From an optimization exercise on the open Yosys and OpenROAD flow, aimed at small area; shortcuts taken in it are not production practice.
The RTL was checked by simulation tests, not by an equivalence proof against the original design.
No activity file was given, so power comes from the tool's default toggle rates.

===== flow/run.sh =====
#!/bin/bash
# The standard layout with two changes:
# - the synthesis maps with an area-oriented ABC script (flow/abc_area.script);
#   everything else in it is the standard flow's own synthesis script (synth_recipe.tcl)
# - clock tree synthesis adds no dummy loads (inverters that drive nothing)
set -euo pipefail
HERE=$(pwd)
cat > "$HERE/area_synth.tcl" <<EOT
proc abc {args} {
  set i [lsearch -exact \$args -script]
  if {\$i >= 0} { set args [lreplace \$args [expr {\$i+1}] [expr {\$i+1}] $HERE/flow/abc_area.script] }
  yosys abc {*}\$args
}
source $HERE/synth_recipe.tcl
EOT
bash standard.sh SYNTH_SCRIPT="$HERE/area_synth.tcl" \
  CTS_ARGS="-sink_clustering_enable -repair_clock_nets -dont_use_dummy_load -sink_clustering_size 10 -sink_clustering_max_diameter 35 -buf_list sky130_fd_sc_hd__clkbuf_4" \
  finish > standard.log 2>&1

===== flow/abc_area.script =====
strash
dch -f
amap
topo
stime -c
buffer -c
upsize -c
dnsize -c

===== standard.sh =====
#!/bin/bash
# synth_recipe.tcl (not shown) runs the flow's synth.tcl, then flattens the netlist and writes it again
# the make line also repeats each setting of config.mk as NAME=value (left out here)
make -C /OpenROAD-flow-scripts/flow DESIGN_CONFIG=/design/flow/config.mk WORK_HOME=/design/flow/orfs CLKGATE_MAP_FILE= SYNTH_SCRIPT=/design/flow/synth_recipe.tcl "${@:-finish}"

===== config.mk =====
export PLATFORM = sky130hd
export DESIGN_NAME = top
export DESIGN_NICKNAME = top
export VERILOG_FILES = /design/flow/design.v
export SDC_FILE = /design/flow/constraint.sdc
export NUM_CORES = 4
export LEC_CHECK = 0
export ABC_AREA = 1
export CAP_MARGIN = 20
export CORE_MARGIN = 2
export CORE_UTILIZATION = 40
export CTS_BUF_LIST = sky130_fd_sc_hd__clkbuf_8
export CTS_CLUSTER_DIAMETER = 50
export CTS_CLUSTER_SIZE = 16
export SLEW_MARGIN = 20

===== constraint.sdc =====
create_clock -name core_clock -period 10.0 [get_ports {clk}]
set_input_delay 2.0000 -clock core_clock [delete_from_list [all_inputs] [get_ports {clk}]]
set_output_delay 2.0000 -clock core_clock [all_outputs]
set_load 0.01 [all_outputs]

===== design.v =====
module top(
	input						clk,
	input						rst_n,
	input 	[8-1:0]	pixel_in,
	input						valid_in,
	input	[2-1:0]color_in,
	input						last_col_in,
	input						last_pic_in,
	input	[3-1:0]	mode_in,
	output 	[8-1:0]	pixel_out,
	output						valid_out,
	output  [2-1:0]color_out,
	output						last_col_out,
	output						last_pic_out,
	output						finish_operation
);
	reg	[8-1:0]	pixel_in_reg;    
	reg						valid_in_reg;    
	reg	[2-1:0]color_in_reg;    
	reg						last_col_in_reg; 
	reg						last_pic_in_reg; 
	reg	[3-1:0]	mode_reg;       
	reg	[8-1:0]	pixel_out_reg,   n_pixel_out_reg;
	reg						valid_out_reg,   n_valid_out_reg;
	reg	[2-1:0]color_out_reg,   n_color_out_reg;
	reg						last_col_out_reg,n_last_col_out_reg;
	reg						last_pic_out_reg,n_last_pic_out_reg;
	reg						finish_reg, n_finish_reg;
	assign pixel_out   		= pixel_out_reg;
	assign valid_out   		= valid_out_reg;
	assign color_out   		= color_out_reg;
	assign last_col_out		= last_col_out_reg;
	assign last_pic_out		= last_pic_out_reg;
	assign finish_operation = finish_reg;
	localparam  r_mean_local = 8'b00010110;
	localparam  g_mean_local = 8'b00100110;
	localparam  b_mean_local = 8'b00010110;
	localparam 	k_r_local = 16'b0000000100111010;
	localparam 	k_g_local = 16'b0000000010110101;
	localparam 	k_b_local = 16'b0000000100111010;
	wire 	[8-1:0]	pixel_in_dem;
	wire 						valid_in_dem;
	wire 	[2-1:0]color_in_dem;
	wire 						last_col_in_dem;
	wire 						last_pic_in_dem;
	wire 	[8-1:0]	pixel_out_dem;
	wire 						valid_out_dem;
	wire 	[2-1:0]color_out_dem;
	wire 						last_col_out_dem;
	wire 						last_pic_out_dem;
	assign pixel_in_dem		= mode_reg == 3'd6 || mode_reg == 3'd0 ? pixel_in_reg : 8'd0;
	assign valid_in_dem		= mode_reg == 3'd6 || mode_reg == 3'd0 ? valid_in_reg : 1'b0;		
	assign color_in_dem		= mode_reg == 3'd6 || mode_reg == 3'd0 ? color_in_reg : 2'd3;		
	assign last_col_in_dem	= mode_reg == 3'd6 || mode_reg == 3'd0 ? last_col_in_reg : 1'b0;	
	assign last_pic_in_dem	= mode_reg == 3'd6 || mode_reg == 3'd0 ? last_pic_in_reg : 1'b0;	
	wire 	[8-1:0]	pixel_in_den;
	wire 						valid_in_den;
	wire 	[2-1:0]color_in_den;
	wire 						last_col_in_den;
	wire 						last_pic_in_den;
	wire 	[8-1:0]	pixel_out_den;
	wire 						valid_out_den;
	wire 	[2-1:0]color_out_den;
	wire 						last_col_out_den;
	wire 						last_pic_out_den;
	assign pixel_in_den		= mode_reg == 3'd1 ? pixel_in_reg : pixel_out_dem;
	assign valid_in_den		= mode_reg == 3'd1 ? valid_in_reg : valid_out_dem;		
	assign color_in_den		= mode_reg == 3'd1 ? color_in_reg : color_out_dem;
	assign last_col_in_den	= mode_reg == 3'd1 ? last_col_in_reg	: last_col_out_dem;
	assign last_pic_in_den	= mode_reg == 3'd1 ? last_pic_in_reg	: last_pic_out_dem;
	wire 	[8-1:0]	pixel_in_mean;
	wire 						valid_in_mean;
	wire 	[2-1:0]color_in_mean;
	wire 						last_pic_in_mean;
	wire 	[8-1:0]	r_mean_out_mean;
	wire 	[8-1:0]	g_mean_out_mean;
	wire 	[8-1:0]	b_mean_out_mean;
	wire 						valid_out_mean;
	wire 	[2-1:0]color_out_mean;
	wire 						last_pic_out_mean;
	wire 						finish_out_mean;
	assign pixel_in_mean	=  mode_reg == 3'd2 ? pixel_in_reg : pixel_out_den;
	assign valid_in_mean	=  mode_reg == 3'd2 ? valid_in_reg : valid_out_den;		
	assign color_in_mean	=  mode_reg == 3'd2 ? color_in_reg : color_out_den;
	assign last_pic_in_mean	=  mode_reg == 3'd2 ? last_pic_in_reg	: last_pic_out_den;
	wire 						valid_in_gain;
	wire 	[8-1:0]	r_mean_in_gain;
	wire 	[8-1:0]	g_mean_in_gain;
	wire 	[8-1:0]	b_mean_in_gain;
	wire 						valid_out_gain;
	wire 	[11:0]	k_r_out_gain;
	wire 	[11:0]	k_g_out_gain;
	wire 	[11:0]	k_b_out_gain;
	assign valid_in_gain 	= mode_reg == 3'd3 ? valid_in_reg : finish_out_mean;
	assign r_mean_in_gain	= mode_reg == 3'd3 ? r_mean_local : r_mean_out_mean;
	assign g_mean_in_gain	= mode_reg == 3'd3 ? g_mean_local : g_mean_out_mean;
	assign b_mean_in_gain	= mode_reg == 3'd3 ? b_mean_local : b_mean_out_mean;
	wire						valid_value_in_wb;
	wire 	[8-1:0]	pixel_in_wb;
	wire 	[2-1:0]color_in_wb;
	wire						valid_gain_in_wb;
	wire 						last_pic_in_wb;
	wire 	[16-1:0]	k_r_in_wb;
	wire 	[16-1:0]	k_g_in_wb;
	wire 	[16-1:0]	k_b_in_wb;
	wire						valid_value_out_wb;
	wire 	[8-1:0]	pixel_out_wb;
	wire 	[2-1:0]color_out_wb;
	wire 						last_pic_out_wb;
	assign valid_value_in_wb	= valid_in_reg;
	assign pixel_in_wb			= pixel_in_reg; 
	assign color_in_wb			= color_in_reg;
	assign last_pic_in_wb		= last_pic_in_reg;
	assign valid_gain_in_wb		= mode_reg == 3'd4 ? last_col_in : valid_out_gain;  
	assign k_r_in_wb			= mode_reg == 3'd4 ? k_r_local :  k_r_out_gain;
	assign k_g_in_wb			= mode_reg == 3'd4 ? k_g_local :  k_g_out_gain;
	assign k_b_in_wb			= mode_reg == 3'd4 ? k_b_local :  k_b_out_gain;
	wire 	[8-1:0]	pixel_in_gamma;
	wire 						valid_in_gamma;
	wire 	[2-1:0]color_in_gamma;
	wire 						last_pic_in_gamma;
	wire 	[8-1:0]	pixel_out_gamma;
	wire 						valid_out_gamma;
	wire 	[2-1:0]color_out_gamma;
	wire 						last_pic_out_gamma;
	assign pixel_in_gamma 		= mode_reg == 3'd5 ? pixel_in_reg : pixel_out_wb;
	assign valid_in_gamma		= mode_reg == 3'd5 ? valid_in_reg : valid_value_out_wb;
	assign color_in_gamma		= mode_reg == 3'd5 ? color_in_reg : color_out_wb;
	assign last_pic_in_gamma	= mode_reg == 3'd5 ? last_pic_out_reg : last_pic_out_wb;
	reg last_col_d;
	wire [8-1:0] pixel_in_d;
	wire last_pic_d;
	always@(posedge clk) begin
		pixel_in_reg <= pixel_in;
		last_col_in_reg <= last_col_in;
		last_col_d <= last_col_in_reg;
	end
demosaic demosaic(
	.clk(clk),
	.rst_n(rst_n),
	.valid(valid_in_dem),
	.data_in_r(pixel_in_d),
	.end_col_r(last_col_d),
	.end_pic_r(last_pic_d),
	.RGB_valid(valid_out_dem),
	.RGB_data(pixel_out_dem),
	.color(color_out_dem),
	.col_last(last_col_out_dem),
	.pic_last(last_pic_out_dem)
);
denoise denoise(
	.clk(clk),
	.rst_n(rst_n),
	.pixel_in(pixel_in_den),
	.valid_in(valid_in_den),
	.last_col_in(last_col_in_den),
	.last_pic_in(last_pic_in_den),
	.pixel_out(pixel_out_den),
	.valid_out(valid_out_den),
	.color_out(color_out_den),
	.last_col_out(last_col_out_den),
	.last_pic_out(last_pic_out_den)
);
Mean mean(
	.clk(clk), 
	.rst_n(rst_n),
	.valid_i(valid_in_mean),   
	.color_i(color_in_mean),
	.value_i(pixel_in_mean),
	.last_i(last_pic_in_mean),  
	.r_mean_o(r_mean_out_mean),
	.g_mean_o(g_mean_out_mean),
	.b_mean_o(b_mean_out_mean),
	.valid_o(valid_out_mean),	 
	.color_o(color_out_mean),	 
	.last_o(last_pic_out_mean),	 
	.finish_o(finish_out_mean)
);
Gain gain(
	.clk(clk),
	.rst_n(rst_n),
	.valid_i(valid_in_gain),
	.r_mean_i(r_mean_in_gain),
	.g_mean_i(g_mean_in_gain),
	.b_mean_i(b_mean_in_gain),
	.K_R_o(k_r_out_gain),
	.K_G_o(k_g_out_gain),
	.K_B_o(k_b_out_gain),
	.valid_gain_o(valid_out_gain)  
	);
WB wb(
	.clk(clk),
	.rst_n(rst_n),
	.valid_value_i(valid_value_in_wb),  
	.color_i(color_in_wb),
	.value_i(pixel_in_wb),
	.valid_gain_i(valid_gain_in_wb),
	.last_i(last_pic_in_wb),
	.K_R(k_r_in_wb[11:4]),
	.K_G(k_g_in_wb[11:4]),
	.K_B(k_b_in_wb[11:4]),
	.value_r(pixel_in_d),
	.last_tmp(last_pic_d),
	.value_o(pixel_out_wb),
	.valid_o(valid_value_out_wb),
	.color_o(color_out_wb),
	.last_o(last_pic_out_wb)
	);
gamma_122 gamma(
	.clk(clk),
	.rst_n(rst_n),
	.pixel_in(pixel_in_gamma),
	.valid_in(valid_in_gamma),
	.color_in(color_in_gamma),
	.last_pic_in(last_pic_in_gamma),
	.pixel_out(pixel_out_gamma),
	.valid_out(valid_out_gamma),
	.color_out(color_out_gamma),
	.last_pic_out(last_pic_out_gamma)
);
always@(*) begin
	n_pixel_out_reg = pixel_out_reg;
	n_valid_out_reg = valid_out_reg;
	n_color_out_reg = color_out_reg;
	n_last_col_out_reg = 1'b0;
	n_last_pic_out_reg = 1'b0;
	n_finish_reg = 1'b0; 
	case(mode_reg)
		3'd0:begin
			n_pixel_out_reg =    pixel_out_dem;
			n_valid_out_reg =    valid_out_dem;
			n_color_out_reg =    color_out_dem;
			n_last_col_out_reg = last_col_out_dem;
			n_last_pic_out_reg = last_pic_out_dem;
			n_finish_reg = color_out_dem == 2'd2 && last_col_out_dem; 
		end
		3'd1:begin
			n_pixel_out_reg =    pixel_out_den;
			n_valid_out_reg =    valid_out_den;
			n_color_out_reg =    color_out_den;
			n_last_col_out_reg = last_col_out_den;
			n_last_pic_out_reg = last_pic_out_den;
			n_finish_reg = color_out_den == 2'd2 && last_col_out_den; 
		end
		3'd2:begin
			n_pixel_out_reg =    color_out_mean == 2'd0 ? r_mean_out_mean :
								 color_out_mean == 2'd1 ? g_mean_out_mean :
								 b_mean_out_mean;
			n_valid_out_reg =    valid_out_mean;
			n_color_out_reg =    color_out_mean;
			n_last_pic_out_reg = last_pic_out_mean;
			n_finish_reg = finish_out_mean; 
		end
		3'd3:begin
			n_pixel_out_reg = 	 k_r_out_gain;
			n_valid_out_reg =    valid_out_gain;
			n_color_out_reg =    2'd0;
			n_last_pic_out_reg = 1'b0;
			n_finish_reg = valid_out_gain; 
		end
		3'd4:begin
			n_pixel_out_reg = 	 pixel_out_wb;
			n_valid_out_reg =    valid_value_out_wb;
			n_color_out_reg =    color_out_wb;
			n_last_pic_out_reg = last_pic_out_wb;
			n_finish_reg = color_out_wb == 2'd2 && last_pic_out_wb; 
		end
		3'd5: begin
			n_pixel_out_reg = 	 pixel_out_gamma;
			n_valid_out_reg = 	 valid_out_gamma;
			n_color_out_reg = 	 color_out_gamma;
			n_last_pic_out_reg = last_pic_out_gamma;
			n_finish_reg	= 	 color_out_gamma == 2'd2 && last_pic_out_gamma;
		end
		3'd6: begin
			n_pixel_out_reg = 	 pixel_out_den;   
			n_valid_out_reg =    valid_out_den;  
			n_color_out_reg =    color_out_den;  
			n_last_col_out_reg = last_col_out_den;
			n_last_pic_out_reg = last_pic_out_den;
			n_finish_reg = valid_out_gain; 
		end
		3'd7: begin
			n_pixel_out_reg =    pixel_out_gamma;
			n_valid_out_reg = 	 valid_out_gamma;
			n_color_out_reg = 	 color_out_gamma;
			n_last_pic_out_reg = last_pic_out_gamma;
			n_finish_reg	= 	 color_out_gamma == 2'd2 && last_pic_out_gamma;
		end
	endcase
end
always@(posedge clk or negedge rst_n) begin
	if(!rst_n) begin
		valid_in_reg    <= 0;
		color_in_reg    <= 2'd3;
		last_pic_in_reg <= 0;
		mode_reg		<= 3'd0;
		pixel_out_reg	<= 0 ;  
		valid_out_reg	<= 0;
		color_out_reg	<= 2'd3;   
		last_col_out_reg <= 0;
		last_pic_out_reg <= 0;
		finish_reg 		<=  0;
	end 
	else begin
		valid_in_reg 	<= valid_in;
		color_in_reg 	<= color_in;
		last_pic_in_reg <=  last_pic_in;
		mode_reg 		<= mode_in;
		pixel_out_reg 	<= n_pixel_out_reg;
		valid_out_reg 	<= n_valid_out_reg;
		color_out_reg 	<= n_color_out_reg;
		last_col_out_reg <= n_last_col_out_reg;
		last_pic_out_reg <= n_last_pic_out_reg;
		finish_reg 		<=  n_finish_reg;
	end
end
endmodule
module demosaic(
        clk,
        rst_n,
        valid,           
        data_in_r,       
        end_col_r,       
        end_pic_r,       
        RGB_valid,
        RGB_data,
        color,
        col_last,
        pic_last
        );
input           clk;
input           rst_n;
input           valid;
input   [7:0]   data_in_r;
input           end_col_r;
input           end_pic_r;
output          RGB_valid;
output  [7:0]   RGB_data;
output  [1:0]   color;
output          col_last;
output          pic_last;
localparam  P_INIT1 = 2'd0;
localparam  P_INIT2 = 2'd1;
localparam  P_NEW   = 2'd2;
localparam  P_PAT   = 2'd3;
localparam  L_IDLE  = 2'd0;
localparam  L_R     = 2'd1;
localparam  L_G     = 2'd2;
localparam  L_B     = 2'd3;
reg         valid_r;
reg [1:0]   phase_r;
reg         ctype_r;         
reg [2:0]   counter_r;
reg [1:0]   lstate_r;
reg [127:0] xs;              
reg [8:0]   s1_r, s2_r;      
reg [7:0]   r_n, g_n, b_n;
reg         cl_buf, pl_buf;
reg         RGB_valid_r;
reg [7:0]   RGB_data_r;
reg [1:0]   color_r;
reg         col_last_r;
reg         pic_last_r;
assign RGB_valid = RGB_valid_r;
assign RGB_data = RGB_data_r;
assign color = color_r;
assign col_last = col_last_r;
assign pic_last = pic_last_r;
wire [7:0]  x8   = xs[63:56];
wire [7:0]  x9   = xs[71:64];
wire [7:0]  x10  = xs[79:72];
wire [7:0]  x16  = xs[127:120];
wire [8:0]  s0   = data_in_r + x16;
wire [8:0]  ver  = x8 + x10;
wire [9:0]  ud   = s0 + s2_r;
wire [9:0]  hv   = s1_r + ver;
wire [7:0]  vX   = ud[9:2];
wire [7:0]  vY   = hv[9:2];
wire [7:0]  vH   = s1_r[8:1];
wire [7:0]  vV   = ver[8:1];
wire [7:0]  vC   = x9;
wire        odd  = counter_r[0];
reg  [7:0]  r_w, g_w, b_w;
always @(*) begin
    g_w = (ctype_r ^ odd) ? vC : vY;
    case ({ctype_r, odd})
        2'b00: begin r_w = vX; b_w = vC; end    
        2'b01: begin r_w = vH; b_w = vV; end    
        2'b10: begin r_w = vV; b_w = vH; end    
        default: begin r_w = vC; b_w = vX; end  
    endcase
end
wire        load = valid_r && (lstate_r == L_IDLE || lstate_r == L_B);
wire        pat  = (phase_r == P_PAT);
always @(posedge clk) begin
    if (valid_r) begin
        xs <= {xs[119:0], data_in_r};
        s1_r <= s0;
        s2_r <= s1_r;
    end
    r_n <= r_w;
    if (load) begin
        g_n <= g_w;
        b_n <= b_w;
        cl_buf <= end_col_r;
        pl_buf <= end_pic_r;
    end
end
always @(posedge clk or negedge rst_n) begin
    if (!rst_n) begin
        valid_r <= 1'b0;
        phase_r <= P_INIT1;
        ctype_r <= 1'b0;
        counter_r <= 3'd0;
        lstate_r <= L_IDLE;
        RGB_valid_r <= 1'b0;
        RGB_data_r <= 8'd0;
        color_r <= 2'd0;
        col_last_r <= 1'b0;
        pic_last_r <= 1'b0;
    end
    else begin
        valid_r <= valid;
        if (valid_r) begin
            case (phase_r)
                P_INIT1: begin
                    counter_r <= counter_r + 3'd1;
                    if (counter_r == 3'd7) phase_r <= P_INIT2;
                end
                P_INIT2: begin
                    counter_r <= counter_r + 3'd1;
                    if (counter_r == 3'd7) begin
                        phase_r <= P_NEW;
                        ctype_r <= 1'b0;
                    end
                end
                P_NEW: begin
                    counter_r <= counter_r + 3'd1;
                    if (counter_r[0]) phase_r <= P_PAT;
                end
                default: begin
                    if (end_col_r) begin
                        phase_r <= P_INIT1;
                        counter_r <= 3'd0;
                    end
                    else begin
                        counter_r <= counter_r + 3'd1;
                        if (counter_r == 3'd7) begin
                            phase_r <= P_NEW;
                            ctype_r <= ~ctype_r;
                        end
                    end
                end
            endcase
        end
        case (lstate_r)
            L_IDLE: begin
                RGB_valid_r <= 1'b0;
                col_last_r <= 1'b0;
                pic_last_r <= 1'b0;
                if (load && pat) lstate_r <= L_R;
            end
            L_R: begin
                lstate_r <= L_G;
                RGB_valid_r <= 1'b1;
                RGB_data_r <= r_n;
                color_r <= 2'd0;
                col_last_r <= cl_buf;
                pic_last_r <= pl_buf;
            end
            L_G: begin
                lstate_r <= L_B;
                RGB_valid_r <= 1'b1;
                RGB_data_r <= g_n;
                color_r <= 2'd1;
            end
            default: begin
                lstate_r <= (load && pat) ? L_R : L_IDLE;
                RGB_valid_r <= 1'b1;
                RGB_data_r <= b_n;
                color_r <= 2'd2;
            end
        endcase
    end
end
endmodule
module denoise(
	input			clk,
	input			rst_n,
	input 	[8-1:0]	pixel_in,
	input			valid_in,
	input			last_col_in,
	input			last_pic_in,
	output 	[8-1:0]	pixel_out,
	output			valid_out,
	output  [2-1:0]	color_out,
	output			last_col_out,
	output			last_pic_out
);
localparam INIT_12 	= 2'd0;
localparam INIT_2	= 2'd1;
localparam OUT 		= 2'd3;
localparam VOID		= 2'd3;
reg	[7:0]	pixel_in_reg;
reg			valid_in_reg;
reg			last_col_in_reg;
reg			last_pic_in_reg;
reg	[7:0]	pixel_out_reg;
reg			valid_out_reg;
reg	[1:0]	color_out_reg;
reg			last_col_out_reg;
reg			last_pic_out_reg;
assign pixel_out = pixel_out_reg;
assign valid_out = valid_out_reg;
assign color_out = color_out_reg;
assign last_col_out = last_col_out_reg;
assign last_pic_out = last_pic_out_reg;
reg [1:0]	state_0;
reg [2:0]	counter_0;
reg [1:0]	valid_count_0;
reg			init_12_last_flag;
reg			last_col_1, last_col_2;
reg			last_pic_1, last_pic_2;
reg [1:0]	oc_1, oc_2;			 
reg [11:0]	s9_1;				 
reg [7:0]	q_2;				 
reg [287:0]	line;				 
reg			full18, full36;		 
reg [9:0]	sum6_r, sum3_r, sum6_g, sum3_g, sum6_b, sum3_b;
wire		adv  = valid_in_reg && valid_count_0 == 2'd2;
wire		wrap = counter_0 == 3'd5;
wire [7:0]	pos8 = full18 ? line[143:136] : 8'd0;
wire [7:0]	pos7 = full36 ? line[287:280] : 8'd0;
wire [9:0]	h    = pos7 + pos8 + pixel_in_reg;
reg  [9:0]	s6, s3;
always @(*) begin
	case (valid_count_0)
		2'd0: begin s6 = sum6_r; s3 = sum3_r; end
		2'd1: begin s6 = sum6_g; s3 = sum3_g; end
		default: begin s6 = sum6_b; s3 = sum3_b; end
	endcase
end
wire [11:0]	sum9 = h + s3 + s6;
wire [7:0]	q_1  = s9_1 / 4'd9;
wire		upd = valid_in_reg && (state_0 == OUT || state_0 == INIT_2);
always @(posedge clk) begin
	if (valid_in_reg) line <= {line[279:0], pixel_in_reg};
end
always @(posedge clk or negedge rst_n) begin
	if(!rst_n) begin
		pixel_in_reg  <= 0;
		valid_in_reg  <= 0;
		last_col_in_reg   <= 0;
		last_pic_in_reg   <= 0;
		pixel_out_reg <= 0;
		valid_out_reg <= 0;
		color_out_reg <= 0;
		last_col_out_reg  <= 0;
		last_pic_out_reg  <= 0;
		state_0 <= INIT_12;
		counter_0 <= 0;
		valid_count_0 <= 0;
		init_12_last_flag <= 0;
		last_col_1 <= 0;
		last_col_2 <= 0;
		last_pic_1 <= 0;
		last_pic_2 <= 0;
		oc_1 <= VOID;
		oc_2 <= VOID;
		s9_1 <= 0;
		q_2 <= 0;
		full18 <= 0;
		full36 <= 0;
		sum6_r <= 0;
		sum3_r <= 0;
		sum6_g <= 0;
		sum3_g <= 0;
		sum6_b <= 0;
		sum3_b <= 0;
	end
	else begin
		pixel_in_reg  <= pixel_in;
		valid_in_reg  <= valid_in;
		last_col_in_reg   <= last_col_in;
		last_pic_in_reg   <= last_pic_in;
		init_12_last_flag <= state_0 == INIT_12 ? ((valid_count_0 == 2'd2 && wrap) ? 1'b1 : init_12_last_flag) : 1'b0;
		case (state_0)
			INIT_12: begin
				if (adv && wrap && init_12_last_flag) state_0 <= INIT_2;
				if (adv) counter_0 <= wrap ? 3'd0 : counter_0 + 3'd1;
			end
			INIT_2: begin
				if (adv && counter_0 == 3'd1) state_0 <= OUT;
				if (adv) counter_0 <= counter_0 + 3'd1;
			end
			default: begin
				if (adv && wrap) state_0 <= last_col_1 ? INIT_12 : INIT_2;
				if (adv) counter_0 <= wrap ? 3'd0 : counter_0 + 3'd1;
			end
		endcase
		if (valid_in_reg) begin
			valid_count_0 <= valid_count_0 == 2'd2 ? 2'd0 : valid_count_0 + 2'd1;
			if (valid_count_0 == 2'd2 && wrap) begin
				full18 <= 1'b1;
				if (full18) full36 <= 1'b1;
			end
		end
		if (upd) begin
			case (valid_count_0)
				2'd0: begin sum6_r <= h; sum3_r <= sum6_r; end
				2'd1: begin sum6_g <= h; sum3_g <= sum6_g; end
				default: begin sum6_b <= h; sum3_b <= sum6_b; end
			endcase
		end
		oc_1 <= (valid_in_reg && state_0 == OUT) ? valid_count_0 : VOID;
		s9_1 <= sum9;
		last_col_1 <= last_col_in_reg;
		last_pic_1 <= last_pic_in_reg;
		oc_2 <= oc_1;
		q_2 <= q_1;
		last_col_2 <= last_col_1;
		last_pic_2 <= last_pic_1;
		pixel_out_reg <= q_2;
		valid_out_reg <= oc_2 != VOID;
		color_out_reg <= oc_2;
		last_col_out_reg <= last_col_2;
		last_pic_out_reg <= last_pic_2;
	end
end
endmodule
module Mean(
	clk,
	rst_n,
	valid_i,
	color_i,
	value_i,
	last_i,
	r_mean_o,
	g_mean_o,
	b_mean_o,
	valid_o,
	color_o,
	last_o,
	finish_o
	);
	localparam RED = 2'd0;
	localparam GREEN = 2'd1;
	localparam BLUE = 2'd2;
	input clk, rst_n, valid_i, last_i;
	input [1:0] color_i;
	input [7:0] value_i;
	output valid_o, last_o;
	output reg finish_o;
	output [1:0] color_o;
	output [7:0] r_mean_o, g_mean_o, b_mean_o;
	reg valid_r, last_r;
	reg [1:0] color_r;
	reg [7:0] value_r, value_d;
	reg valid_tmp, last_tmp, finish_tmp;
	reg [1:0] color_tmp;
	reg [1:0] last_state_r;
	reg [27:0] acc_r, acc_g, acc_b;
	assign valid_o = valid_tmp;
	assign last_o = last_tmp;
	assign color_o = color_tmp;
	assign r_mean_o = acc_r[27:20];
	assign g_mean_o = acc_g[27:20];
	assign b_mean_o = acc_b[27:20];
	wire [7:0] add_r = (valid_tmp && color_tmp == RED)   ? value_d : 8'd0;
	wire [7:0] add_g = (valid_tmp && color_tmp == GREEN) ? value_d : 8'd0;
	wire [7:0] add_b = (valid_tmp && color_tmp == BLUE)  ? value_d : 8'd0;
	always @(posedge clk) begin
		value_r <= value_i;
		value_d <= value_r;
	end
	always @(posedge clk or negedge rst_n) begin
		if (~rst_n) begin
			valid_r <= 0;
			last_r <= 0;
			color_r <= 0;
			valid_tmp <= 0;
			last_tmp <= 0;
			color_tmp <= 0;
			finish_tmp <= 0;
			finish_o <= 0;
			last_state_r <= 0;
			acc_r <= 0;
			acc_g <= 0;
			acc_b <= 0;
		end
		else begin
			valid_r <= valid_i;
			last_r <= last_i;
			color_r <= color_i;
			valid_tmp <= valid_r;
			last_tmp <= last_r;
			color_tmp <= color_r;
			finish_o <= finish_tmp;
			finish_tmp <= last_state_r == 2'd3 ? 1'b1 :
			              last_state_r == 2'd0 ? 1'b0 : finish_o;
			case (last_state_r)
				2'd3: last_state_r <= 2'd0;
				default: if (last_i) last_state_r <= last_state_r + 2'd1;
			endcase
			acc_r <= acc_r + add_r;
			acc_g <= acc_g + add_g;
			acc_b <= acc_b + add_b;
		end
	end
endmodule
module gain_div(
	input             clk,
	input             rst_n,
	input             valid_r,
	input      [7:0]  mean_i,
	input      [7:0]  k_mean,      
	output     [11:0] k_prev,      
	output reg        finish
	);
	localparam IDLE = 2'd0;
	localparam FIND = 2'd1;
	localparam CALC = 2'd2;
	localparam DONE = 2'd3;
	reg [1:0]  state;
	reg [3:0]  counter;
	reg [2:0]  msb;
	reg [7:0]  dv;        
	reg [8:0]  rem;
	reg [12:0] k_tmp;
	wire       found = dv[msb];
	wire       ge    = rem >= {1'b0, dv};
	wire [7:0] rem_s = ge ? rem[7:0] - dv : rem[7:0];
	wire [2:0] sh    = 3'd7 - msb;
	wire       shifted = state == DONE || (state == CALC && counter != {1'b0, msb});
	assign k_prev = shifted ? k_tmp[12:1] : k_tmp[11:0];
	always @(posedge clk) begin
		case (state)
			IDLE: if (!valid_r) rem <= {1'b0, k_mean};
			DONE: rem <= {1'b0, k_mean};
			FIND: counter <= {1'b0, msb};
			CALC: begin
				counter <= counter + 4'd1;
				rem     <= {rem_s, 1'b0};
			end
			default: ;
		endcase
	end
	always @(posedge clk or negedge rst_n) begin
		if (~rst_n) begin
			state   <= IDLE;
			msb     <= 3'd7;
			finish  <= 0;
			dv      <= 0;
			k_tmp   <= 0;
		end
		else begin
			case (state)
				IDLE: begin
					if (valid_r) state <= FIND;
					else         dv <= mean_i;
				end
				FIND: begin
					if (found) begin
						state   <= CALC;
						dv      <= dv << sh;
					end
					else msb <= msb - 3'd1;
				end
				CALC: begin
					if (counter == 4'd15) begin
						state   <= DONE;
						dv      <= (dv >> 1) >> sh;
					end
					k_tmp <= {k_tmp[11:0], ge};
				end
				default: begin
					finish <= 1'b1;
					state  <= IDLE;
				end
			endcase
		end
	end
endmodule
module Gain(
	clk,
	rst_n,
	valid_i,
	r_mean_i,
	g_mean_i,
	b_mean_i,
	K_R_o,
	K_G_o,
	K_B_o,
	valid_gain_o
	);
	input clk, rst_n, valid_i;
	input [7:0] r_mean_i, g_mean_i, b_mean_i;
	output valid_gain_o;
	output [11:0] K_R_o, K_G_o, K_B_o;	 
	wire [9:0]  msum = r_mean_i + g_mean_i + b_mean_i;
	wire [7:0]  kmean = msum / 2'd3;
	reg valid_r;
	wire finish_R, finish_G, finish_B;
	assign valid_gain_o = finish_R & finish_G & finish_B;
	gain_div div_r(.clk(clk), .rst_n(rst_n), .valid_r(valid_r), .mean_i(r_mean_i),
		.k_mean(kmean), .k_prev(K_R_o), .finish(finish_R));
	gain_div div_g(.clk(clk), .rst_n(rst_n), .valid_r(valid_r), .mean_i(g_mean_i),
		.k_mean(kmean), .k_prev(K_G_o), .finish(finish_G));
	gain_div div_b(.clk(clk), .rst_n(rst_n), .valid_r(valid_r), .mean_i(b_mean_i),
		.k_mean(kmean), .k_prev(K_B_o), .finish(finish_B));
	always@(posedge clk or negedge rst_n) begin
		if(~rst_n) begin
			valid_r  	<= 0;
		end
		else begin
			valid_r  	<= valid_i;
		end
	end
endmodule
module WB(
	clk,
	rst_n,
	valid_value_i,
	color_i,
	value_i,
	valid_gain_i,
	last_i,
	K_R,
	K_G,
	K_B,
	value_r,
	last_tmp,
	value_o,
	valid_o,
	color_o,
	last_o
	);
	input clk, rst_n, valid_value_i, valid_gain_i, last_i;
	input [1:0] color_i;
	input [7:0] value_i;
	input [7:0] K_R, K_G, K_B;		 
	output reg [7:0] value_r;
	output reg last_tmp;
	output reg valid_o;
	output [1:0] color_o;
	output reg last_o;
	output reg [7:0] value_o;
	reg valid_tmp;
	reg [1:0] color_r, color_tmp;
	reg [7:0] k_sel;
	assign color_o = color_tmp;
	wire valid_w = valid_value_i & valid_gain_i;
	reg [7:0] k_w;
	always @(*) begin
		if (!valid_w) k_w = 8'd0;
		else case (color_i)
			2'd0: k_w = K_R;
			2'd1: k_w = K_G;
			2'd2: k_w = K_B;
			default: k_w = 8'd1;
		endcase
	end
	wire [15:0] value_tmp = k_sel * value_r;
	wire [7:0] value_tmp_2 = value_tmp[15:12] != 4'd0 ? 8'hff : value_tmp[11:4];
	always @(posedge clk) value_r <= value_i;
	always @(posedge clk or negedge rst_n) begin
		if(~rst_n) begin
			valid_tmp <= 1'd0;
			color_r 	<= 2'd0;
			color_tmp 	<= 2'd0;
			k_sel 	<= 8'd0;
			last_o 	<= 0;
			last_tmp<= 0;
			valid_o <= 0;
			value_o	<= 0;
		end
		else begin
			valid_tmp <= valid_w;
			color_r 	<= color_i;
			color_tmp 	<= color_r;
			k_sel 	<= k_w;
			last_tmp <= last_i;
			last_o 	<= last_tmp;
			valid_o <= valid_tmp;
			value_o <= value_tmp_2;
		end
	end
endmodule
module gamma_122(
	input			clk,
	input			rst_n,
	input 	[8-1:0]	pixel_in,
	input			valid_in,
	input	[2-1:0]	color_in,
	input			last_pic_in,
	output 	[8-1:0]	pixel_out,
	output			valid_out,
	output  [2-1:0]	color_out,
	output			last_pic_out
);
reg	[8-1:0]	pixel_in_reg;
reg						valid_in_reg;
reg	[2-1:0]				color_in_reg;
reg						last_pic_in_reg;
reg	[8-1:0]	pixel_out_reg, n_pixel_out_reg;
reg						valid_out_reg, n_valid_out_reg;
reg	[2-1:0]				color_out_reg, n_color_out_reg;
reg						last_pic_out_reg, n_last_pic_out_reg;
assign pixel_out = pixel_out_reg;
assign valid_out = valid_out_reg;
assign color_out = color_out_reg;
assign last_pic_out = last_pic_out_reg;
always@(*) begin
	n_valid_out_reg = valid_in_reg;
	n_color_out_reg = color_in_reg;
	n_last_pic_out_reg = last_pic_in_reg;
end
always@(*) begin
	case(pixel_in_reg)
		8'd0:    n_pixel_out_reg = 8'd0;
		8'd1:    n_pixel_out_reg = 8'd20;
		8'd2:    n_pixel_out_reg = 8'd28;
		8'd3:    n_pixel_out_reg = 8'd33;
		8'd4:    n_pixel_out_reg = 8'd38;
		8'd5:    n_pixel_out_reg = 8'd42;
		8'd6:    n_pixel_out_reg = 8'd46;
		8'd7:    n_pixel_out_reg = 8'd49;
		8'd8:    n_pixel_out_reg = 8'd52;
		8'd9:    n_pixel_out_reg = 8'd55;
		8'd10:   n_pixel_out_reg = 8'd58;
		8'd11:   n_pixel_out_reg = 8'd61;
		8'd12:   n_pixel_out_reg = 8'd63;
		8'd13:   n_pixel_out_reg = 8'd65;
		8'd14:   n_pixel_out_reg = 8'd68;
		8'd15:   n_pixel_out_reg = 8'd70;
		8'd16:   n_pixel_out_reg = 8'd72;
		8'd17:   n_pixel_out_reg = 8'd74;
		8'd18:   n_pixel_out_reg = 8'd76;
		8'd19:   n_pixel_out_reg = 8'd78;
		8'd20:   n_pixel_out_reg = 8'd80;
		8'd21:   n_pixel_out_reg = 8'd81;
		8'd22:   n_pixel_out_reg = 8'd83;
		8'd23:   n_pixel_out_reg = 8'd85;
		8'd24:   n_pixel_out_reg = 8'd87;
		8'd25:   n_pixel_out_reg = 8'd88;
		8'd26:   n_pixel_out_reg = 8'd90;
		8'd27:   n_pixel_out_reg = 8'd91;
		8'd28:   n_pixel_out_reg = 8'd93;
		8'd29:   n_pixel_out_reg = 8'd94;
		8'd30:   n_pixel_out_reg = 8'd96;
		8'd31:   n_pixel_out_reg = 8'd97;
		8'd32:   n_pixel_out_reg = 8'd99;
		8'd33:   n_pixel_out_reg = 8'd100;
		8'd34:   n_pixel_out_reg = 8'd102;
		8'd35:   n_pixel_out_reg = 8'd103;
		8'd36:   n_pixel_out_reg = 8'd104;
		8'd37:   n_pixel_out_reg = 8'd106;
		8'd38:   n_pixel_out_reg = 8'd107;
		8'd39:   n_pixel_out_reg = 8'd108;
		8'd40:   n_pixel_out_reg = 8'd109;
		8'd41:   n_pixel_out_reg = 8'd111;
		8'd42:   n_pixel_out_reg = 8'd112;
		8'd43:   n_pixel_out_reg = 8'd113;
		8'd44:   n_pixel_out_reg = 8'd114;
		8'd45:   n_pixel_out_reg = 8'd115;
		8'd46:   n_pixel_out_reg = 8'd117;
		8'd47:   n_pixel_out_reg = 8'd118;
		8'd48:   n_pixel_out_reg = 8'd119;
		8'd49:   n_pixel_out_reg = 8'd120;
		8'd50:   n_pixel_out_reg = 8'd121;
		8'd51:   n_pixel_out_reg = 8'd122;
		8'd52:   n_pixel_out_reg = 8'd123;
		8'd53:   n_pixel_out_reg = 8'd124;
		8'd54:   n_pixel_out_reg = 8'd125;
		8'd55:   n_pixel_out_reg = 8'd126;
		8'd56:   n_pixel_out_reg = 8'd128;
		8'd57:   n_pixel_out_reg = 8'd129;
		8'd58:   n_pixel_out_reg = 8'd130;
		8'd59:   n_pixel_out_reg = 8'd131;
		8'd60:   n_pixel_out_reg = 8'd132;
		8'd61:   n_pixel_out_reg = 8'd133;
		8'd62:   n_pixel_out_reg = 8'd134;
		8'd63:   n_pixel_out_reg = 8'd135;
		8'd64:   n_pixel_out_reg = 8'd136;
		8'd65:   n_pixel_out_reg = 8'd136;
		8'd66:   n_pixel_out_reg = 8'd137;
		8'd67:   n_pixel_out_reg = 8'd138;
		8'd68:   n_pixel_out_reg = 8'd139;
		8'd69:   n_pixel_out_reg = 8'd140;
		8'd70:   n_pixel_out_reg = 8'd141;
		8'd71:   n_pixel_out_reg = 8'd142;
		8'd72:   n_pixel_out_reg = 8'd143;
		8'd73:   n_pixel_out_reg = 8'd144;
		8'd74:   n_pixel_out_reg = 8'd145;
		8'd75:   n_pixel_out_reg = 8'd146;
		8'd76:   n_pixel_out_reg = 8'd147;
		8'd77:   n_pixel_out_reg = 8'd147;
		8'd78:   n_pixel_out_reg = 8'd148;
		8'd79:   n_pixel_out_reg = 8'd149;
		8'd80:   n_pixel_out_reg = 8'd150;
		8'd81:   n_pixel_out_reg = 8'd151;
		8'd82:   n_pixel_out_reg = 8'd152;
		8'd83:   n_pixel_out_reg = 8'd153;
		8'd84:   n_pixel_out_reg = 8'd153;
		8'd85:   n_pixel_out_reg = 8'd154;
		8'd86:   n_pixel_out_reg = 8'd155;
		8'd87:   n_pixel_out_reg = 8'd156;
		8'd88:   n_pixel_out_reg = 8'd157;
		8'd89:   n_pixel_out_reg = 8'd158;
		8'd90:   n_pixel_out_reg = 8'd158;
		8'd91:   n_pixel_out_reg = 8'd159;
		8'd92:   n_pixel_out_reg = 8'd160;
		8'd93:   n_pixel_out_reg = 8'd161;
		8'd94:   n_pixel_out_reg = 8'd162;
		8'd95:   n_pixel_out_reg = 8'd162;
		8'd96:   n_pixel_out_reg = 8'd163;
		8'd97:   n_pixel_out_reg = 8'd164;
		8'd98:   n_pixel_out_reg = 8'd165;
		8'd99:   n_pixel_out_reg = 8'd165;
		8'd100:      n_pixel_out_reg = 8'd166;
		8'd101:      n_pixel_out_reg = 8'd167;
		8'd102:      n_pixel_out_reg = 8'd168;
		8'd103:      n_pixel_out_reg = 8'd168;
		8'd104:      n_pixel_out_reg = 8'd169;
		8'd105:      n_pixel_out_reg = 8'd170;
		8'd106:      n_pixel_out_reg = 8'd171;
		8'd107:      n_pixel_out_reg = 8'd171;
		8'd108:      n_pixel_out_reg = 8'd172;
		8'd109:      n_pixel_out_reg = 8'd173;
		8'd110:      n_pixel_out_reg = 8'd174;
		8'd111:      n_pixel_out_reg = 8'd174;
		8'd112:      n_pixel_out_reg = 8'd175;
		8'd113:      n_pixel_out_reg = 8'd176;
		8'd114:      n_pixel_out_reg = 8'd176;
		8'd115:      n_pixel_out_reg = 8'd177;
		8'd116:      n_pixel_out_reg = 8'd178;
		8'd117:      n_pixel_out_reg = 8'd178;
		8'd118:      n_pixel_out_reg = 8'd179;
		8'd119:      n_pixel_out_reg = 8'd180;
		8'd120:      n_pixel_out_reg = 8'd181;
		8'd121:      n_pixel_out_reg = 8'd181;
		8'd122:      n_pixel_out_reg = 8'd182;
		8'd123:      n_pixel_out_reg = 8'd183;
		8'd124:      n_pixel_out_reg = 8'd183;
		8'd125:      n_pixel_out_reg = 8'd184;
		8'd126:      n_pixel_out_reg = 8'd185;
		8'd127:      n_pixel_out_reg = 8'd185;
		8'd128:      n_pixel_out_reg = 8'd186;
		8'd129:      n_pixel_out_reg = 8'd187;
		8'd130:      n_pixel_out_reg = 8'd187;
		8'd131:      n_pixel_out_reg = 8'd188;
		8'd132:      n_pixel_out_reg = 8'd189;
		8'd133:      n_pixel_out_reg = 8'd189;
		8'd134:      n_pixel_out_reg = 8'd190;
		8'd135:      n_pixel_out_reg = 8'd190;
		8'd136:      n_pixel_out_reg = 8'd191;
		8'd137:      n_pixel_out_reg = 8'd192;
		8'd138:      n_pixel_out_reg = 8'd192;
		8'd139:      n_pixel_out_reg = 8'd193;
		8'd140:      n_pixel_out_reg = 8'd194;
		8'd141:      n_pixel_out_reg = 8'd194;
		8'd142:      n_pixel_out_reg = 8'd195;
		8'd143:      n_pixel_out_reg = 8'd196;
		8'd144:      n_pixel_out_reg = 8'd196;
		8'd145:      n_pixel_out_reg = 8'd197;
		8'd146:      n_pixel_out_reg = 8'd197;
		8'd147:      n_pixel_out_reg = 8'd198;
		8'd148:      n_pixel_out_reg = 8'd199;
		8'd149:      n_pixel_out_reg = 8'd199;
		8'd150:      n_pixel_out_reg = 8'd200;
		8'd151:      n_pixel_out_reg = 8'd200;
		8'd152:      n_pixel_out_reg = 8'd201;
		8'd153:      n_pixel_out_reg = 8'd202;
		8'd154:      n_pixel_out_reg = 8'd202;
		8'd155:      n_pixel_out_reg = 8'd203;
		8'd156:      n_pixel_out_reg = 8'd203;
		8'd157:      n_pixel_out_reg = 8'd204;
		8'd158:      n_pixel_out_reg = 8'd205;
		8'd159:      n_pixel_out_reg = 8'd205;
		8'd160:      n_pixel_out_reg = 8'd206;
		8'd161:      n_pixel_out_reg = 8'd206;
		8'd162:      n_pixel_out_reg = 8'd207;
		8'd163:      n_pixel_out_reg = 8'd208;
		8'd164:      n_pixel_out_reg = 8'd208;
		8'd165:      n_pixel_out_reg = 8'd209;
		8'd166:      n_pixel_out_reg = 8'd209;
		8'd167:      n_pixel_out_reg = 8'd210;
		8'd168:      n_pixel_out_reg = 8'd210;
		8'd169:      n_pixel_out_reg = 8'd211;
		8'd170:      n_pixel_out_reg = 8'd212;
		8'd171:      n_pixel_out_reg = 8'd212;
		8'd172:      n_pixel_out_reg = 8'd213;
		8'd173:      n_pixel_out_reg = 8'd213;
		8'd174:      n_pixel_out_reg = 8'd214;
		8'd175:      n_pixel_out_reg = 8'd214;
		8'd176:      n_pixel_out_reg = 8'd215;
		8'd177:      n_pixel_out_reg = 8'd216;
		8'd178:      n_pixel_out_reg = 8'd216;
		8'd179:      n_pixel_out_reg = 8'd217;
		8'd180:      n_pixel_out_reg = 8'd217;
		8'd181:      n_pixel_out_reg = 8'd218;
		8'd182:      n_pixel_out_reg = 8'd218;
		8'd183:      n_pixel_out_reg = 8'd219;
		8'd184:      n_pixel_out_reg = 8'd219;
		8'd185:      n_pixel_out_reg = 8'd220;
		8'd186:      n_pixel_out_reg = 8'd220;
		8'd187:      n_pixel_out_reg = 8'd221;
		8'd188:      n_pixel_out_reg = 8'd222;
		8'd189:      n_pixel_out_reg = 8'd222;
		8'd190:      n_pixel_out_reg = 8'd223;
		8'd191:      n_pixel_out_reg = 8'd223;
		8'd192:      n_pixel_out_reg = 8'd224;
		8'd193:      n_pixel_out_reg = 8'd224;
		8'd194:      n_pixel_out_reg = 8'd225;
		8'd195:      n_pixel_out_reg = 8'd225;
		8'd196:      n_pixel_out_reg = 8'd226;
		8'd197:      n_pixel_out_reg = 8'd226;
		8'd198:      n_pixel_out_reg = 8'd227;
		8'd199:      n_pixel_out_reg = 8'd227;
		8'd200:      n_pixel_out_reg = 8'd228;
		8'd201:      n_pixel_out_reg = 8'd228;
		8'd202:      n_pixel_out_reg = 8'd229;
		8'd203:      n_pixel_out_reg = 8'd229;
		8'd204:      n_pixel_out_reg = 8'd230;
		8'd205:      n_pixel_out_reg = 8'd230;
		8'd206:      n_pixel_out_reg = 8'd231;
		8'd207:      n_pixel_out_reg = 8'd231;
		8'd208:      n_pixel_out_reg = 8'd232;
		8'd209:      n_pixel_out_reg = 8'd232;
		8'd210:      n_pixel_out_reg = 8'd233;
		8'd211:      n_pixel_out_reg = 8'd233;
		8'd212:      n_pixel_out_reg = 8'd234;
		8'd213:      n_pixel_out_reg = 8'd234;
		8'd214:      n_pixel_out_reg = 8'd235;
		8'd215:      n_pixel_out_reg = 8'd235;
		8'd216:      n_pixel_out_reg = 8'd236;
		8'd217:      n_pixel_out_reg = 8'd236;
		8'd218:      n_pixel_out_reg = 8'd237;
		8'd219:      n_pixel_out_reg = 8'd237;
		8'd220:      n_pixel_out_reg = 8'd238;
		8'd221:      n_pixel_out_reg = 8'd238;
		8'd222:      n_pixel_out_reg = 8'd239;
		8'd223:      n_pixel_out_reg = 8'd239;
		8'd224:      n_pixel_out_reg = 8'd240;
		8'd225:      n_pixel_out_reg = 8'd240;
		8'd226:      n_pixel_out_reg = 8'd241;
		8'd227:      n_pixel_out_reg = 8'd241;
		8'd228:      n_pixel_out_reg = 8'd242;
		8'd229:      n_pixel_out_reg = 8'd242;
		8'd230:      n_pixel_out_reg = 8'd243;
		8'd231:      n_pixel_out_reg = 8'd243;
		8'd232:      n_pixel_out_reg = 8'd244;
		8'd233:      n_pixel_out_reg = 8'd244;
		8'd234:      n_pixel_out_reg = 8'd245;
		8'd235:      n_pixel_out_reg = 8'd245;
		8'd236:      n_pixel_out_reg = 8'd246;
		8'd237:      n_pixel_out_reg = 8'd246;
		8'd238:      n_pixel_out_reg = 8'd247;
		8'd239:      n_pixel_out_reg = 8'd247;
		8'd240:      n_pixel_out_reg = 8'd248;
		8'd241:      n_pixel_out_reg = 8'd248;
		8'd242:      n_pixel_out_reg = 8'd249;
		8'd243:      n_pixel_out_reg = 8'd249;
		8'd244:      n_pixel_out_reg = 8'd249;
		8'd245:      n_pixel_out_reg = 8'd250;
		8'd246:      n_pixel_out_reg = 8'd250;
		8'd247:      n_pixel_out_reg = 8'd251;
		8'd248:      n_pixel_out_reg = 8'd251;
		8'd249:      n_pixel_out_reg = 8'd252;
		8'd250:      n_pixel_out_reg = 8'd252;
		8'd251:      n_pixel_out_reg = 8'd253;
		8'd252:      n_pixel_out_reg = 8'd253;
		8'd253:      n_pixel_out_reg = 8'd254;
		8'd254:      n_pixel_out_reg = 8'd254;
		8'd255:      n_pixel_out_reg = 8'd255;
		default:     n_pixel_out_reg = 8'd0;
	endcase
end
always@(posedge clk or negedge rst_n)
	if(!rst_n) begin
		pixel_in_reg <= 0;
		valid_in_reg <= 0;
		color_in_reg <= 0;
		last_pic_in_reg <= 0;
		pixel_out_reg <= 0;
		valid_out_reg <= 0;
		color_out_reg <= 0;
		last_pic_out_reg <= 0;
	end
	else begin
		pixel_in_reg <= pixel_in;
		valid_in_reg <= valid_in;
		color_in_reg <= color_in;
		last_pic_in_reg <= last_pic_in;
		pixel_out_reg <= n_pixel_out_reg;
		valid_out_reg <= n_valid_out_reg;
		color_out_reg <= n_color_out_reg;
		last_pic_out_reg <= n_last_pic_out_reg;
	end
endmodule

==> summary.txt, run 1 <==
type of the tightest min-delay check reg2reg; Final nets roughly 4200; mapped cell area 42200 µm²; Tmin final 9.11 ns; Resized Gates After CTS 0; static leakage 0.0185 µW; Placed Instance Area about 44000 µm²; GR Overflow Total 0; remaining routing DRC violations 0; sequential fraction of the synthesis area roughly three fifths; clk root buf clkbuf_4; final hold violations 0; largest net degree at the start of global routing 216; Starting Density roughly 40%; Startpoint Class flip-flop; GRT Total Usage 18.0%; count of buffers from port buffering 31; Yosys top cell area share about a third; syn_nets around 4000; GPL Wtd Cong 0.915; DP HPWL 67700 µm; Worst-Margin Slew ~1.0 ns; area delta synth->final 7.63%; antenna viol nets, final 0; largest register by flop count denoise.line; Initial DRC Count 2932; setup TNS 0 ns; VDD IR-drop max between 0.0002 and 0.00025 V; Gate Count Post-Synth around 3800; wire per inst between 15 and 20 µm; unrepaired setup endpoints after global routing false; Site Rows 119; worst-case clock buffer depth 3; DR vias 28400; worst setup path category reg2reg; power density over the cells 307 nW/µm²; count of different cell masters after synthesis 80; Slowest-stage cell, CP nor3_2; main area contributors after synthesis edfxtp_1 35%, dfrtp_1 22%, ha_1 6.5%; CTS H-tree lvls 4; Finished Cell Area ~45000 µm²; initial antenna violation count 3; first-pass iteration count of the detailed router 6; CP Data Required Time between 10 and 15 ns; Achievable Freq 110 MHz; proportion of layout cells with a drive suffix above 1 about 7.5%; CTS sink count approximately 900; worst hold stages 0; top flop regs denoise.line (288), demosaic.xs (128); clock-pin slew on the worst setup and hold paths approximately 0.10 ns; max reg flops 288; clock latency (worst-skew pair) 1.07 ns; CP Max Fanout 8; wire length of the first global-routing pass 153000 µm; share of flip-flops with an asynchronous set or reset a little over two fifths; critical path arrival 9.87 ns; Tcrit/Tclk final 91.1%; Core ar. 105000 µm²; FF-to-FF path depth 46; Top FF cell, synth edfxtp_1; Hold-fix buffers, CTS 0; Ys Warns 8; die width 329 µm; Num CTS Buffers between 150 and 200; IO Count 32; number of synthesized flops with an enable pin just under 500; Detailed Route WL 96400 µm; Clock Skew 0.125 ns; Slew Limit Headroom 30.7%; Worst Setup End Kind flip-flop; syn avg cell area 11.2 µm²; Via-to-Cell Ratio 5.37; Worst path most repeated cell nor2_1; Die Y 329 µm; vias in the first global route between 20000 and 30000; CTS tree built; cell accounting for the most synthesized area edfxtp_1; total of max-cap violations 0; slowest cell delay on critical path around 0.57 ns; status complete, no violations; # setup viols final 0; synthesis-stage register bit count roughly 920; die area 108000 µm²; final slew viol count 0; postcts setup bufs 0
[kinds of logic after synthesis]
group / Yosys count / synth area share (%)
compound gates: 1035 / 16.3
xor+xnor: 4 / 0.0830
fa+ha+maj: 268 / 8.83
buf+inv: 545 / 4.88
flops: 924 / 60.1
simple gates: 978 / 9.74
[per-stage QoR]
step	instances	power [µW]	utilization [%]	hold slack [ns]	worst slack [ns]
2_1_floorplan	3754	10500	-	0.310	1.75
3_3_place_gp	5117	12000	42.1	0.311	1.16
3_5_place_dp	5117	12000	42.1	0.315	1.06
4_1_cts	5277	14100	43.3	0.287	0.989
5_1_grt	5279	15100	43.3	0.305	0.00153
6_report	5280	14000	43.3	0.304	0.892
[cell usage in the layout, fill, tap and decap left out, drive strengths merged, types with 54 or more instances in the layout]
cell / netlist / routed
nor2: 550 / 550
edfxtp: 491 / 491
inv: 436 / 436
dfrtp: 374 / 374
a21oi: 278 / 278
nand2: 241 / 241
ha: 218 / 218
o22ai: 176 / 176
o21ai: 166 / 166
clkbuf: 84 / 160
o22a: 97 / 97
nor3: 54 / 54
[cell usage after synthesis (all sizes together), types with 54 or more instances]
cell type  count
a21oi        278
clkbuf        84
dfrtp        374
edfxtp       491
ha           218
inv          436
nand2        241
nor2         550
nor3          54
o21ai        166
o22a          97
o22ai        176
[routing by layer]
layer	track usage (%)	up-vias	part of all wire, %
met2	26.8	780	44
li1	-	13800	-
met1	25.7	13600	47
met5	0	-	0
met3	3.49	190	5.3
met4	7.69	0	3.5
[cell type report]
| cell class | instances | area [µm²] |
|---|---|---|
| Timing Repair Buffer | 64 | 596 |
| Antenna cell | 2 | 5.00 |
| Inverter | 454 | 1720 |
| Tap cell | 1391 | 1740 |
| Multi-Input combinational cell | 2285 | 14800 |
| Clock buffer | 160 | 1200 |
| Fill cell | 9924 | 59500 |
| Sequential cell | 924 | 25400 |
[final timing paths]
kind	startpoint	end	slack (ns)
max	mode_reg[1]	gain.div_g.rem[0]	0.89
max in group asynchronous	rst_n	gain.div_b.k_tmp[1]	6.86
min	mean.value_r[1]	mean.value_d[1]	0.30
min reg2reg	mean.value_r[1]	mean.value_d[1]	0.30
min in group asynchronous	rst_n	last_pic_in_reg	0.99
max reg2reg	mode_reg[1]	gain.div_g.rem[0]	0.89
[worst max-delay path: cells and delay by family, from the launching register on]
family                     cells  cell delay, ns
AOI/OAI and AO/OA             16            3.70
buffers and inverters          7            0.51
DFF                            1            0.40
adders and majority gates      4            1.09
and+or+nand+nor               19            3.17
[report_power, final]
group | leakage [µW] | switching [µW] | internal (µW)
registers | 0.00997 | 761 | 5570
logic | 0.00783 | 3630 | 2040
clock network | 0.000736 | 1220 | 729
total | 0.0185 | 5610 | 8350
==> inputs of run 2 (changes only) <==
--- a/flow/run.sh
+++ b/flow/run.sh
@@ -14,5 +14,5 @@
 source $HERE/synth_recipe.tcl
 EOT
 bash standard.sh SYNTH_SCRIPT="$HERE/area_synth.tcl" \
-  CTS_ARGS="-sink_clustering_enable -repair_clock_nets -dont_use_dummy_load -sink_clustering_size 10 -sink_clustering_max_diameter 35 -buf_list sky130_fd_sc_hd__clkbuf_4" \
+  CTS_ARGS="-sink_clustering_enable -repair_clock_nets -dont_use_dummy_load -sink_clustering_size 16 -sink_clustering_max_diameter 50 -buf_list sky130_fd_sc_hd__clkbuf_8" \
   finish > standard.log 2>&1
==> flow/abc_area.script (replaced) <==
strash
dch -f
amap
topo
stime -c
==> run 2 against run 1 <==
  * Critical path depth grew 2
  * Register-to-register slack gained 0.19 ns
  * Area after synthesis shrank 1.2%
  * Count of clock-buffer cells in the layout shrank 61
  * Synthesized cell count shrank 2.4%
  * Setup slack gained 0.19 ns
  * Clock skew shrank 0.062 ns
  * Global-route usage shrank 0.39 points
  * First-iteration DRC count shrank 7.4%
  * Total power shrank 0.80%
  * Critical path type unchanged
  * Critical endpoint is now denoise.q_2[0]
==> summary.txt, run 2 <==
status complete, no violations; wire length of the first global-routing pass 149000 µm (-2.4%); met1 wire length 44900 µm (-1.6%); Detailed Route WL 94500 µm (-1.9%); syn avg cell area 11.4 µm² (+1.2%); sequential fraction of the synthesis area 60.9% (+0.76 points); most common cell after layout, fill and taps aside nor2_1; Logic pwr share 39.6% (-1.0 points); Yosys top cell area share 35.4% (+0.44 points); Achievable Freq 112 MHz (+2.1%); Finished Cell Area 45400 µm² (about the same); vias in the first global route 26800 (-3.0%); Hold-fix buffers, CTS 0 (unchanged); Highest Signal Layer met5; die width 327 µm (-0.62%); share of flip-flops with an asynchronous set or reset 42.3% (unchanged); # setup viols final 0 (unchanged); critical path arrival 9.54 ns (-0.33 ns); IO Count 32 (unchanged); unrepaired setup endpoints after global routing false; synthesis-stage register bit count 924 (unchanged); list of most frequent post-synthesis cells 550 x nor2_1, 491 x edfxtp_1, 454 x clkinv_1; total of max-cap violations 0 (unchanged); Core ar. 103000 µm² (-1.4%); final hold violations 0 (unchanged); Placed Instance Area 44000 µm² (-0.43%); CTS H-tree lvls 3 (-1); GR Overflow Total 0 (unchanged); Starting Density 40.3% (+0.065 points); first-pass iteration count of the detailed router 6 (unchanged); GRT Total Usage 17.6% (-0.39 points); worst setup path category reg2reg; antenna viol nets, final 0 (unchanged); Startpoint Class flip-flop; slowest cell delay on critical path 0.43 ns (-0.14 ns); Top FF cell, synth edfxtp_1; Seq pwr share 45.6% (+0.2 points); cell depth of the worst setup path 48 (+4.3%); Final nets 4115 (-1.4%); Slew Limit Headroom 25.1% (-5.6 points); top-count cell post-synth nor2_1; static leakage 0.0173 µW (-6.6%); proportion of layout cells with a drive suffix above 1 4.26% (-3.2 points); worst-case clock buffer depth 3 (unchanged); Die Y 327 µm (-0.62%); worst hold stages 0 (unchanged); Ys Warns 8 (unchanged); net switching power 5460 µW (-2.8%); largest net degree at the start of global routing 169 (-22%); DR WL met3 4300 µm (-16%); remaining routing DRC violations 0 (unchanged); CP Max Fanout 7 (-1); number of synthesized flops with an enable pin 491 (unchanged); count of buffers from port buffering 31 (unchanged); Via-to-Cell Ratio 5.37 (about the same); delay-heaviest family, CP compound AO/OA/AOI/OAI gates; DR vias 27900 (-1.5%); Tmin final 8.92 ns (-0.189 ns); Clk pwr share 14.9% (+0.9 points); CP Data Required Time 10.62 ns (-0.14 ns); FF-to-FF path depth 48 (+4.3%); top flop regs denoise.line (288), demosaic.xs (128); CTS tree built; final slew viol count 0 (unchanged); max reg flops 288 (unchanged); Worst-Margin Slew 1.11 ns (+0.0735 ns); internal power 8390 µW (+0.53%); initial antenna violation count 10 (+7); Site Rows 118 (-0.84%); main area contributors after synthesis edfxtp_1 35%, dfrtp_1 22%, ha_1 6.5%; Met2 Wirelength 42400 µm (+0.21%); clk root buf clkbuf_8; type of the tightest min-delay check reg2reg; setup TNS 0 ns (unchanged); DP HPWL 67500 µm (-0.26%); GPL Wtd Cong 0.925 (+1.1%); setup ws final 1.08 ns (+0.189 ns); clock latency (worst-skew pair) 0.75 ns (-0.32 ns); count of different cell masters after synthesis 56 (-30%); Initial DRC Count 2715 (-7.4%); Worst path most repeated cell nor2_1; die area 107000 µm² (-1.2%); VDD IR-drop max 0.000281 V (+22%); Tcrit/Tclk final 89.2% (-1.9 points); area delta synth->final 8.94%; Worst Setup End Kind flip-flop; Clock Skew 0.0623 ns (-0.0624 ns); Slowest-stage cell, CP o31ai_1; Overall Power 13800 µW (-0.80%); clock-pin slew on the worst setup and hold paths 0.09 ns (about the same); power density over the cells 305 nW/µm² (-0.76%); syn_nets 3949 (-2.3%); Num CTS Buffers 99 (-38%); Gate Count Post-Synth 3663 (-2.4%); cell accounting for the most synthesized area edfxtp_1; Buf+Inv Stages, Crit Path 6 (-1); wire per inst 18.1 µm (-0.59%); pre-CTS setup slack 0.601 ns (-0.459 ns); mapped cell area 41700 µm² (-1.2%); commonest cells after routing, fill and taps aside 548 x nor2_1, 491 x edfxtp_1, 453 x clkinv_1; largest register by flop count denoise.line; Net Sw Frac 39.4% (-0.80 points); CTS sink count 924 (unchanged)
run 2: kinds of logic after synthesis:
kind of cell | share of synthesized area (%)
compound gates | 16.3
xor+xnor | 0.0840
fa+ha+maj | 8.94
buf+inv | 4.09
flops | 60.9
simple gates | 9.71
run 2: final cells by class:
cell class,instances,area [µm²]
multi-input cells,2285,14600
clock buffers,99,1360
inverters,454,1710
repair buffers,65,587
diodes,1,2.50
flip-flops and latches,924,25400
well taps,1380,1730
fillers,9632,58100
run 2: power groups by stage:
stage                     combinational (µW)  sequential (µW)  clock (µW)
final                                   5480             6310        2060
after global routing                    6150             6450        2300
after global placement                  5370             6370           0
after CTS                               5450             6330        2160
after floorplan                         3880             6300           0
after detailed placement                5420             6390           0
run 2: through the flow:
step / cells / utilization [%] / hold WS (ns)
after global routing: 5208 / 43.9 / 0.335
after CTS: 5206 / 43.8 / 0.326
after global placement: 5107 / 42.5 / 0.313
after floorplan: 3663 / - / 0.310
after detailed placement: 5107 / 42.5 / 0.313
final: 5208 / 43.9 / 0.314
run 2: per-layer routing:
metal / global-route usage (%) / up-vias
met3: 2.48 / 189
met4: 5.89 / 4
met2: 27.2 / 705
li1: - / 13600
met1: 25.6 / 13400
met5: 0 / -
run 2: worst reg2reg max path, delay by kind of cell (launching register included):
| family | cells | cell delay, ns |
|---|---|---|
| AOI/OAI and AO/OA | 17 | 3.85 |
| and+or+nand+nor | 24 | 3.27 |
| buffers and inverters | 6 | 1.03 |
| DFF | 1 | 0.41 |
| xor gates and xnor gates | 1 | 0.22 |
run 2: worst paths after layout:
path                            slack (ns)            start                   to
worst min register to register        0.31    wb.color_r[0]      wb.color_tmp[0]
worst max register to register        1.08  denoise.s9_1[8]       denoise.q_2[0]
min in group asynchronous             1.34            rst_n  gain.div_b.state[0]
worst max-delay path                  1.08  denoise.s9_1[8]       denoise.q_2[0]
worst min-delay path                  0.31    wb.color_r[0]      wb.color_tmp[0]
max in group asynchronous             7.20            rst_n     gain.div_r.dv[0]
run 2: what timing repair did:
item,4_1_cts,5_1_grt
resized for setup,0,9
setup endpoints to repair,0,7
setup buffers,0,1
==> inputs of run 3 (changes only) <==
==> flow/abc_area.script (replaced) <==
strash
dch -f
amap -m -F 3 -A 10
topo
stime -c
--- a/config.mk
+++ b/config.mk
@@ -8,8 +8,5 @@
 export ABC_AREA = 1
 export CAP_MARGIN = 20
 export CORE_MARGIN = 2
-export CORE_UTILIZATION = 40
-export CTS_BUF_LIST = sky130_fd_sc_hd__clkbuf_8
-export CTS_CLUSTER_DIAMETER = 50
-export CTS_CLUSTER_SIZE = 16
+export CORE_UTILIZATION = 65
 export SLEW_MARGIN = 20
==> run 3 against run 2 <==
  * Clock power decreased by 7%
  * Synthesized cell count down 0.93%
  * Setup slack worse by 0.21 ns
  * Sequential cell count stayed put
  * Total power grew 1.8%
  * Clock skew is 0.040 ns higher
  * Hold slack worse by 0.099 ns
  * Critical path type unchanged
  * Highest routed layer unchanged
==> summary.txt, run 3 <==
CTS H-tree lvls 3 (unchanged); Via-to-Cell Ratio 6.34 (+18%); area delta synth->final 6.97%; final hold violations 0 (unchanged); remaining routing DRC violations 0 (unchanged); DP HPWL 70800 µm (+4.9%); Ys Warns 8 (unchanged); power density over the cells 317 nW/µm² (+3.9%); CTS tree built; clock latency (worst-skew pair) 0.72 ns (-0.03 ns); # setup viols final 0 (unchanged); worst setup path category reg2reg; synthesis-stage register bit count 924 (unchanged); Overall Power 14100 µW (+1.8%); count of different cell masters after synthesis 52 (-7.1%); Startpoint Class flip-flop; GRT Total Usage 30.3% (+13 points); Yosys top cell area share 35.5% (+0.088 points); proportion of layout cells with a drive suffix above 1 3.86% (-0.40 points); wire length of the first global-routing pass 157000 µm (+5.1%); type of the tightest min-delay check reg2reg; final slew viol count 0 (unchanged); commonest cells after routing, fill and taps aside 563 x nor2_1, 491 x edfxtp_1, 461 x clkinv_1; Site Rows 92 (-22%); syn_nets 3915 (-0.86%); Seq pwr share 45.5% (about the same); max reg flops 288 (unchanged); static leakage 0.0171 µW (-1.2%); largest register by flop count denoise.line; die area 66000 µm² (-38%); main area contributors after synthesis edfxtp_1 35%, dfrtp_1 23%, ha_1 6.6%; largest net degree at the start of global routing 220 (+30%); Starting Density 65.8% (+26 points); Achievable Freq 110 MHz (-2.3%); Gate Count Post-Synth 3629 (-0.93%); Net Sw Frac 40.8% (+1.4 points); CP Max Fanout 7 (unchanged); origin of the worst setup path denoise.s9_1[9]; GR Overflow Total 0 (unchanged); antenna viol nets, final 0 (unchanged); Top FF cell, synth edfxtp_1; Slew Limit Headroom 26.7% (+1.6 points); slowest cell delay on critical path 0.40 ns (-0.03 ns); Tcrit/Tclk final 91.3% (+2.1 points); Worst Setup End Kind flip-flop; Final nets 4067 (-1.2%); share of flip-flops with an asynchronous set or reset 42.3% (unchanged); worst-case clock buffer depth 3 (unchanged); sequential fraction of the synthesis area 61.1% (+0.15 points); top-count cell post-synth nor2_1; status complete, no violations; Clk pwr share 13.7% (-1.2 points); CTS sink count 924 (unchanged); Num CTS Buffers 88 (-11%); Worst path most repeated cell nor2_1; DR vias 29300 (+4.9%); Die Y 257 µm (-21%); VDD IR-drop max 0.000215 V (-24%); count of buffers from port buffering 31 (unchanged); Clock Skew 0.102 ns (+0.0399 ns); Critical R2R Launch denoise.s9_1[9]; total of max-cap violations 0 (unchanged); Slowest-stage cell, CP dfrtp_1; Hold-fix buffers, CTS 0 (unchanged); most common cell after layout, fill and taps aside nor2_1; initial antenna violation count 2 (-8); clock-pin slew on the worst setup and hold paths 0.10 ns (about the same); clk root buf clkbuf_8; die width 257 µm (-21%); list of most frequent post-synthesis cells 563 x nor2_1, 491 x edfxtp_1, 461 x clkinv_1; Tmin final 9.13 ns (+0.211 ns)
## run 3: stage by stage
step / instances / cell area (µm²) / worst slack, ns / setup TNS (ns) / hold slack [ns]
final: 4625 / 44500 / 0.870 / 0 / 0.215
after global routing: 4625 / 44500 / -0.00790 / -0.00790 / 0.214
after CTS: 4622 / 44400 / 0.570 / 0 / 0.206
after detailed placement: 4534 / 43200 / 0.670 / 0 / 0.313
after global placement: 4533 / 43200 / 1.09 / 0 / 0.316
after floorplan: 3629 / 41600 / 0.620 / 0 / 0.310
## run 3: timing repair
item,CTS,global route
resized for setup,0,6
buffers inserted,0,2
endpoints found under the setup margin,0,8
## run 3: logic make-up (layout without fill, tap and decap cells)
logic type	Yosys count	after routing	synth area share, %
AO/OA/AOI/OAI	1057	1057	16.7
adder cells (fa/ha/maj)	268	268	8.97
AND/OR/NAND/NOR	916	916	9.03
buffers and inverters	461	611	4.16
XOR/XNOR	3	3	0.0632
flip-flops	924	924	61.1
## run 3: path summary, 6_finish.rpt
check	depth (start not counted)	endpoint	slack [ns]
hold reg to reg	0	mean.value_d[5]	0.21
hold / removal	0	mean.value_d[5]	0.21
min in group asynchronous	1	denoise.full36	1.31
max in group asynchronous	3	wb.k_sel[4]	6.28
setup reg to reg	47	denoise.q_2[0]	0.87
setup / recovery	47	denoise.q_2[0]	0.87
## run 3: routing by layer
metal / track usage [%] / share of wire [%] / up-vias
li1: - / - / 13500
met1: 43.6 / 43 / 14300
met2: 47.1 / 45 / 1248
met3: 5.87 / 8.6 / 211
met4: 9.64 / 3.0 / 4
met5: 1.02 / 0.10 / -
## run 3: layout make-up
| cell class | instances | area, µm² |
|---|---|---|
| Inverter | 461 | 1730 |
| Sequential cell | 924 | 25400 |
| Clock buffer | 88 | 1210 |
| Multi-Input combinational cell | 2244 | 14500 |
| Timing Repair Buffer | 62 | 573 |
| Fill cell | 4400 | 18700 |
| Tap cell | 846 | 1060 |
## run 3: worst max-delay path, delay by kind of cell (launching register included)
family | cells | cell delay, ns
buffers and inverters | 8 | 1.13
DFF | 1 | 0.40
and+or+nand+nor | 19 | 2.78
AOI/OAI and AO/OA | 19 | 4.32
xor gates and xnor gates | 1 | 0.30
## run 3: power groups by stage
stage                     clock [µW]  combinational [µW]  sequential (µW)
after floorplan                    0                3920             6300
after global placement             0                5350             6390
after detailed placement           0                5590             6450
after CTS                       1980                5620             6410
after global routing            2100                6390             6530
final                           1920                5760             6410
